Source: an optimization exercise on an open RTL-to-GDS flow (aim: small area). Production flows keep margins and buffers that such runs may drop.
The RTL was checked by simulation tests, not by an equivalence proof against the original design.
Power and IR drop assume default switching activity.

==> flow/design.v <==
	`default_nettype none
module gpr (
	input wire clk,
	input wire reset,
	input wire[4:0] rd_addr_0,
	output wire[31:0] rd_data_0,
	input wire[4:0] rd_addr_1,
	output wire[31:0] rd_data_1,
	input wire we_,
	input wire[4:0] wr_addr,
	input wire[31:0] wr_data
);
localparam N = 32;
localparam W = 32;
wire wen = (we_ == 1'b0);
reg [N*W-1:0] regs;
reg [N-1:0] valid;
wire byp_0 = wen && (wr_addr == rd_addr_0);
wire byp_1 = wen && (wr_addr == rd_addr_1);
wire [N:0] sel_0 = {byp_0, ({{(N-1){1'b0}}, 1'b1} << rd_addr_0) & valid & {N{~byp_0}}};
wire [N:0] sel_1 = {byp_1, ({{(N-1){1'b0}}, 1'b1} << rd_addr_1) & valid & {N{~byp_1}}};
wire [N-1:0] row_we;
wire [N-1:0] row_hold;
genvar r, b;
generate
	for (r = 0; r < N; r = r + 1) begin : g_row
		assign row_we[r] = wen && (wr_addr == r);
		assign row_hold[r] = ~row_we[r];
		for (b = 0; b < W; b = b + 1) begin : g_bit
			wire d;
			gpr_ao22 u_hold (.a1(row_we[r]), .a2(wr_data[b]), .b1(row_hold[r]), .b2(regs[r*W+b]), .y(d));
			always @(posedge clk) regs[r*W+b] <= d;
		end
		always @(posedge clk or posedge reset) begin
			if (reset == 1'b1) valid[r] <= 1'b0;
			else if (row_we[r]) valid[r] <= 1'b1;
		end
	end
	for (b = 0; b < W; b = b + 1) begin : g_col
		wire [N:0] col;
		for (r = 0; r < N; r = r + 1) begin : g_c
			assign col[r] = regs[r*W+b];
		end
		assign col[N] = wr_data[b];
		gpr_rdbit u_rd0 (.sel(sel_0), .d(col), .y(rd_data_0[b]));
		gpr_rdbit u_rd1 (.sel(sel_1), .d(col), .y(rd_data_1[b]));
	end
endgenerate
endmodule
module gpr_rdbit (
	input wire [32:0] sel,
	input wire [32:0] d,
	output wire y
);
	wire [10:0] n;
	genvar g;
	generate
		for (g = 0; g < 11; g = g + 1) begin : g_aoi
			gpr_aoi222 u (.a1(sel[3*g]), .a2(d[3*g]), .b1(sel[3*g+1]), .b2(d[3*g+1]),
			              .c1(sel[3*g+2]), .c2(d[3*g+2]), .y(n[g]));
		end
	endgenerate
	wire o0, o1, o2;
	gpr_nand4 u_n0 (.a(n[0]), .b(n[1]), .c(n[2]), .d(n[3]), .y(o0));
	gpr_nand4 u_n1 (.a(n[4]), .b(n[5]), .c(n[6]), .d(n[7]), .y(o1));
	gpr_nand3 u_n2 (.a(n[8]), .b(n[9]), .c(n[10]), .y(o2));
	gpr_or3 u_o (.a(o0), .b(o1), .c(o2), .y(y));
endmodule
module gpr_aoi222 (input wire a1, a2, b1, b2, c1, c2, output wire y);
	assign y = ~((a1 & a2) | (b1 & b2) | (c1 & c2));
endmodule
module gpr_ao22 (input wire a1, a2, b1, b2, output wire y);
	assign y = (a1 & a2) | (b1 & b2);
endmodule
module gpr_nand4 (input wire a, b, c, d, output wire y);
	assign y = ~(a & b & c & d);
endmodule
module gpr_nand3 (input wire a, b, c, output wire y);
	assign y = ~(a & b & c);
endmodule
module gpr_or3 (input wire a, b, c, output wire y);
	assign y = a | b | c;
endmodule
Settings: LEC_CHECK=0, CAP_MARGIN=0, CORE_MARGIN=2, CORE_UTILIZATION=50, SLEW_MARGIN=0, SYNTH_HIERARCHICAL=1, SYNTH_MINIMUM_KEEP_SIZE=0; clock period 9.0 ns.
standard.sh (not shown) runs the stock make flow with config.mk's settings and CLKGATE_MAP_FILE= SYNTH_SCRIPT=/design/flow/synth_recipe.tcl, a recipe that flattens the netlist after the stock synthesis.
==> flow/flow/run.sh <==
#!/bin/bash
# The standard layout, with two changes:
#  - ports are buffered with the smallest buffer (buf_1);
#  - clock tree synthesis uses larger sink clusters and inserts no dummy loads;
#  - after global routing, cells on paths with slack are downsized (RECOVER_POWER).
set -euo pipefail
bash standard.sh \
  BUFFER_PORTS_ARGS="-buffer_cell sky130_fd_sc_hd__buf_1" \
  CTS_ARGS="-sink_clustering_enable -repair_clock_nets -dont_use_dummy_load -buf_list sky130_fd_sc_hd__clkbuf_16 -sink_clustering_size 24 -sink_clustering_max_diameter 80" \
  RECOVER_POWER=100 \
  finish > standard_flow.log 2>&1
The starting point produced a layout that fails on capacitance limit, slew limit.
Next try:
==> flow/run.sh (new file) <==
#!/bin/bash
# synth_recipe.tcl (not shown) runs the flow's synth.tcl, then flattens the netlist and writes it again
# the make line also repeats each setting of config.mk as NAME=value (left out here)
make -C /OpenROAD-flow-scripts/flow DESIGN_CONFIG=/design/flow/config.mk WORK_HOME=/design/flow/orfs CLKGATE_MAP_FILE= SYNTH_SCRIPT=/design/flow/synth_recipe.tcl finish
--- a/flow/config.mk
+++ b/flow/config.mk
@@ -7,6 +7,6 @@
 export LEC_CHECK = 0
-export CAP_MARGIN = 0
+export CAP_MARGIN = 20
 export CORE_MARGIN = 2
 export CORE_UTILIZATION = 50
-export SLEW_MARGIN = 0
+export SLEW_MARGIN = 20
 export SYNTH_HIERARCHICAL = 1
removed: flow/flow/run.sh
removed: flow/standard.sh
The changed run finished clean.
Worst setup slack gets worse by 56 ps.
Non-clock buffer count came out higher by 21.
Sequential share of layout area drops by 3.6 points.
Global-route usage rises by 1.1 points.
Total power went up by 22%.
Wire length climbs by 2.0%.
Design area goes up by 8.1%.

-- static timing again, ports no longer ideal --
The flow's constraints put no driver on any port. The routed layouts listed below were extracted and timed again, unchanged, in two steps.
Step 1, drivers: a clkbuf_16 drives clk and a buf_2 each remaining input, both assumed.
Step 2 moves the port delays by t, midway between the first and last clock arrival at a register: inputs arrive t later, outputs are due t later. That takes back most of the time a late clock gives input paths.
Slacks: ideal / step 1 / step 2; pairs: ideal / step 1.
| run | t, ns | slack for setup (ns) | slew at the worst register clock pin (ns) | worst data-port slew with drivers (ns) |
|---|---|---|---|---|
| the first run | 0.722 | 0.822 / 0.760 / 0.760 | 0.10 / 0.10 | 0.11 |
| the second run | 0.756 | 0.766 / 0.738 / 0.738 | 0.07 / 0.07 | 0.12 |
The setup slack of the first run, which loses most, moves by -0.062 ns with the drivers and by -0.062 ns with both steps.
